This is an optimization exercise on Yosys and OpenROAD, whose aim is small area, a short achievable clock period and few clock cycles, not a production implementation. Only simulation tests tie the RTL to the original design; equivalence was not proved. Power and IR drop assume default switching activity.

==> run Y <==
// JAM
module JAM(
    input  clk,
    input  rst_n,
    input  in_valid,
    input  [6:0] in_cost,
    output logic out_valid,
    output logic [3:0] out_job,
    output logic [9:0] out_cost
);
function automatic le8;
    input [7:0] a, b;
    reg [7:0] l, e;
    reg [3:0] l1, e1;
    reg [1:0] l2, e2;
    integer k;
    begin
        l = ~a & b;
        e = ~(a ^ b);
        for (k = 0; k < 4; k = k + 1) begin
            l1[k] = l[2*k+1] | (e[2*k+1] & l[2*k]);
            e1[k] = e[2*k+1] & e[2*k];
        end
        for (k = 0; k < 2; k = k + 1) begin
            l2[k] = l1[2*k+1] | (e1[2*k+1] & l1[2*k]);
            e2[k] = e1[2*k+1] & e1[2*k];
        end
        le8 = l2[1] | (e2[1] & l2[0]) | (e2[1] & e2[0]);
    end
endfunction
function automatic [9:0] add10;
    input [9:0] a, b;
    input ci;
    reg [9:0] g, p, gg, pp, gn, pn;
    integer i, d;
    begin
        g = a & b;
        p = a ^ b;
        gg = g;
        pp = p;
        gg[0] = g[0] | (p[0] & ci);
        for (d = 1; d < 10; d = d * 2) begin
            gn = gg;
            pn = pp;
            for (i = d; i < 10; i = i + 1) begin
                gn[i] = gg[i] | (pp[i] & gg[i-d]);
                pn[i] = pp[i] & pp[i-d];
            end
            gg = gn;
            pp = pn;
        end
        add10 = p ^ {gg[8:0], ci};
    end
endfunction
function automatic [6:0] add7;
    input [6:0] a, b;
    input ci;
    reg [6:0] g, p, gg, pp, gn, pn;
    integer i, d;
    begin
        g = a & b;
        p = a ^ b;
        gg = g;
        pp = p;
        gg[0] = g[0] | (p[0] & ci);
        for (d = 1; d < 7; d = d * 2) begin
            gn = gg;
            pn = pp;
  ...
==> flow/config.mk <==
export PLATFORM = sky130hd
export DESIGN_NAME = JAM
export DESIGN_NICKNAME = JAM
export VERILOG_FILES = /design/flow/design.v
export SDC_FILE = /design/flow/constraint.sdc
export NUM_CORES = 4
export LEC_CHECK = 0
export ABC_CLOCK_PERIOD_IN_PS = 2500
export CAP_MARGIN = 20
export CORE_MARGIN = 2
export CORE_UTILIZATION = 45
export SLEW_MARGIN = 20
==> flow/constraint.sdc <==
create_clock -name core_clock -period 12.0 [get_ports {clk}]
set_input_delay 2.4000 -clock core_clock [delete_from_list [all_inputs] [get_ports {clk}]]
set_output_delay 2.4000 -clock core_clock [all_outputs]
set_load 0.01 [all_outputs]
standard.sh (not shown) runs the stock make flow with config.mk's settings and CLKGATE_MAP_FILE= SYNTH_SCRIPT=/design/flow/synth_recipe.tcl, a recipe that flattens the netlist after the stock synthesis.
==> flow/flow/run.sh <==
#!/bin/bash
# Standard layout, with timing repair aiming well below the clock period.
set -euo pipefail
bash standard.sh SETUP_SLACK_MARGIN=8 finish > flow_make.log 2>&1
==> run Z: changes against run Y <==
--- a/flow/design.v
+++ b/flow/design.v
@@ -82,37 +82,12 @@
     begin
         s = a ^ b ^ c;
         cy = (a & b) | (a & c) | (b & c);
         add7x3 = add7(s, {cy[5:0], 1'b0}, ci);
     end
 endfunction
-function automatic ge9;
-    input [8:0] a, b;
-    reg [8:0] g, e;
-    reg [4:0] g1, e1;
-    reg [2:0] g2, e2;
-    reg g3, e3;
-    integer k;
-    begin
-        g = a & ~b;
-        e = ~(a ^ b);
-        for (k = 0; k < 4; k = k + 1) begin
-            g1[k] = g[2*k+2] | (e[2*k+2] & g[2*k+1]);
-            e1[k] = e[2*k+2] & e[2*k+1];
-        end
-        g1[4] = g[0];
-        e1[4] = e[0];
-        g2[0] = g1[3] | (e1[3] & g1[2]);
-        e2[0] = e1[3] & e1[2];
-        g2[1] = g1[1] | (e1[1] & g1[0]);
-        e2[1] = e1[1] & e1[0];
-        g3 = g2[0] | (e2[0] & g2[1]);
-        e3 = e2[0] & e2[1];
-        ge9 = g3 | (e3 & (g1[4] | e1[4]));
-    end
-endfunction
 function automatic lt3;
     input [2:0] a, b;
     begin
         lt3 = (~a[2] & b[2]) | (~(a[2] ^ b[2]) & ((~a[1] & b[1]) | (~(a[1] ^ b[1]) & ~a[0] & b[0])));
     end
 endfunction
@@ -194,15 +169,15 @@
         rv[j] = root & kmask[j];
         Kx[j] = K & {10{!root | kmask[j]}};
         s1[j] = Kx[j] ^ {3'd0, arow[j]} ^ {3'd0, pr[j]};
         c1[j] = ((Kx[j] & {3'd0, arow[j]}) | (Kx[j] & {3'd0, pr[j]}) | ({3'd0, arow[j]} & {3'd0, pr[j]})) << 1;
         s2[j] = s1[j] ^ c1[j] ^ {2'b11, ~dst[j]};
         c2[j] = ((s1[j] & c1[j]) | (s1[j] & {2'b11, ~dst[j]}) | (c1[j] & {2'b11, ~dst[j]})) << 1;
-        sdif[j] = {s2[j][9] ^ c2[j][9] ^ ge9(s2[j][8:0], ~c2[j][8:0]), 9'd0};
+        sdif[j] = add10(s2[j], c2[j], 1'b1);
         sum1[j] = add10(s1[j], c1[j], 1'b0);
-        cand[j] = rv[j] ? add10(s2[j], c2[j], 1'b1) : sum1[j][7:0];
+        cand[j] = rv[j] ? sdif[j][7:0] : sum1[j][7:0];
         lt[j] = root | sdif[j][9];
         eq[j] = !root & ((s2[j] ^ c2[j]) == 10'h3ff);
     end
 logic [7:0][7:0] le;         
 logic [7:0] win;
 logic [7:0] upd;             
==> run E: changes against run Y <==
--- a/flow/design.v
+++ b/flow/design.v
@@ -82,37 +82,12 @@
     begin
         s = a ^ b ^ c;
         cy = (a & b) | (a & c) | (b & c);
         add7x3 = add7(s, {cy[5:0], 1'b0}, ci);
     end
 endfunction
-function automatic ge9;
-    input [8:0] a, b;
-    reg [8:0] g, e;
-    reg [4:0] g1, e1;
-    reg [2:0] g2, e2;
-    reg g3, e3;
-    integer k;
-    begin
-        g = a & ~b;
-        e = ~(a ^ b);
-        for (k = 0; k < 4; k = k + 1) begin
-            g1[k] = g[2*k+2] | (e[2*k+2] & g[2*k+1]);
-            e1[k] = e[2*k+2] & e[2*k+1];
-        end
-        g1[4] = g[0];
-        e1[4] = e[0];
-        g2[0] = g1[3] | (e1[3] & g1[2]);
-        e2[0] = e1[3] & e1[2];
-        g2[1] = g1[1] | (e1[1] & g1[0]);
-        e2[1] = e1[1] & e1[0];
-        g3 = g2[0] | (e2[0] & g2[1]);
-        e3 = e2[0] & e2[1];
-        ge9 = g3 | (e3 & (g1[4] | e1[4]));
-    end
-endfunction
 function automatic lt3;
     input [2:0] a, b;
     begin
         lt3 = (~a[2] & b[2]) | (~(a[2] ^ b[2]) & ((~a[1] & b[1]) | (~(a[1] ^ b[1]) & ~a[0] & b[0])));
     end
 endfunction
@@ -194,15 +169,15 @@
         rv[j] = root & kmask[j];
         Kx[j] = K & {10{!root | kmask[j]}};
         s1[j] = Kx[j] ^ {3'd0, arow[j]} ^ {3'd0, pr[j]};
         c1[j] = ((Kx[j] & {3'd0, arow[j]}) | (Kx[j] & {3'd0, pr[j]}) | ({3'd0, arow[j]} & {3'd0, pr[j]})) << 1;
         s2[j] = s1[j] ^ c1[j] ^ {2'b11, ~dst[j]};
         c2[j] = ((s1[j] & c1[j]) | (s1[j] & {2'b11, ~dst[j]}) | (c1[j] & {2'b11, ~dst[j]})) << 1;
-        sdif[j] = {s2[j][9] ^ c2[j][9] ^ ge9(s2[j][8:0], ~c2[j][8:0]), 9'd0};
+        sdif[j] = add10(s2[j], c2[j], 1'b1);
         sum1[j] = add10(s1[j], c1[j], 1'b0);
-        cand[j] = rv[j] ? add10(s2[j], c2[j], 1'b1) : sum1[j][7:0];
+        cand[j] = rv[j] ? sdif[j][7:0] : sum1[j][7:0];
         lt[j] = root | sdif[j][9];
         eq[j] = !root & ((s2[j] ^ c2[j]) == 10'h3ff);
     end
 logic [7:0][7:0] le;         
 logic [7:0] win;
 logic [7:0] upd;             
==> flow/run.sh (new file) <==
#!/bin/bash
# synth_recipe.tcl (not shown) runs the flow's synth.tcl, then flattens the netlist and writes it again
# the make line also repeats each setting of config.mk as NAME=value (left out here)
make -C /OpenROAD-flow-scripts/flow DESIGN_CONFIG=/design/flow/config.mk WORK_HOME=/design/flow/orfs CLKGATE_MAP_FILE= SYNTH_SCRIPT=/design/flow/synth_recipe.tcl finish
removed: flow/flow/run.sh
removed: flow/standard.sh
==> qor summary <==
| quantity | run E | run Y | run Z |
|---|---|---|---|
| Sequential area share after synthesis | 0.327 | 0.332 | 0.327 |
| Met2 routed wirelength | 133000 um | 141000 um | 139000 um |
| Fmax achieved | 167 MHz | 232 MHz | 241 MHz |
| GRT Resource Usage Total | 0.386 | 0.406 | 0.402 |
| Worst setup slack after placement | 6.40 ns | 5.86 ns | 6.15 ns |
| Worst Hold End | A[369] | A[286] | A[58] |
| Shortest clock period the worst path allows after layout | 5.99 ns | 4.31 ns | 4.16 ns |
| Fill cells | 15000 | 14100 | 14600 |
| Register-to-register path setup slack | 6.01 ns | 7.69 ns | 7.84 ns |
| Post-place instance area | 74700 um^2 | 74100 um^2 | 74800 um^2 |
| Distinct cell type count after synthesis | 99 | 96 | 99 |
| Clock insertion delay at the later pin of the skew report | 0.84 ns | 0.82 ns | 0.83 ns |
| Clock network power | 4000 uW | 4260 uW | 4240 uW |
| Number of buffers created by CTS | 121 | 132 | 130 |
| End of the worst register-to-register path | phh[4] | xs[7] | state[1] |
| Layout net count | 8794 | 9031 | 9065 |
| Iteration count of the initial detailed-routing pass | 14 | 12 | 19 |
| Sequential power share | 0.222 | 0.219 | 0.202 |
| Clk cell area share | 0.0537 | 0.0545 | 0.0539 |
| Synth-to-Final Area Change | 9.41% | 18.5% | 16.3% |
| Initial Util | 0.452 | 0.454 | 0.452 |
| Run status | finished clean | finished clean | finished clean |
| Critical Path Source | updr[4] | updr[3] | updr[7] |
| Average size of a mapped cell | 8.99 um^2 | 8.99 um^2 | 8.99 um^2 |
Testbench counts of run Y, summed over its fixed seeds: cycles 28,532.
Testbench counts of run Z, summed over its fixed seeds: cycles 28,532.
Testbench counts of run E, summed over its fixed seeds: cycles 28,532.

## port drivers added, routing unchanged
No port has a modelled driver above. Below, the same layouts with a new extraction and two added sets of constraints. Step 1 sets driving cells, clkbuf_16 on the clock port and buf_2 on the other inputs (assumed; they add their load-dependent delay and slew). Step 2, shift: input delay + t, output delay - t, t = (earliest + latest rising clock arrival at the registers) / 2. This alone moves slack from input paths to output paths. Three values: ideal, step 1, step 2; two values: the first two.
run | t (ns) | setup slack, ns | slew at the worst register clock pin (ns)
run Y | 0.879 | 7.689 / 7.689 / 7.177 | 0.07 / 0.07
run Z | 0.882 | 7.843 / 7.843 / 7.223 | 0.07 / 0.07
run E | 0.867 | 6.010 / 6.010 / 6.010 | 0.07 / 0.07
After both steps setup and hold are still met in every run listed. The setup slack of run Z, which loses most, moves by 0.000 ns with the drivers and by -0.620 ns with both steps.
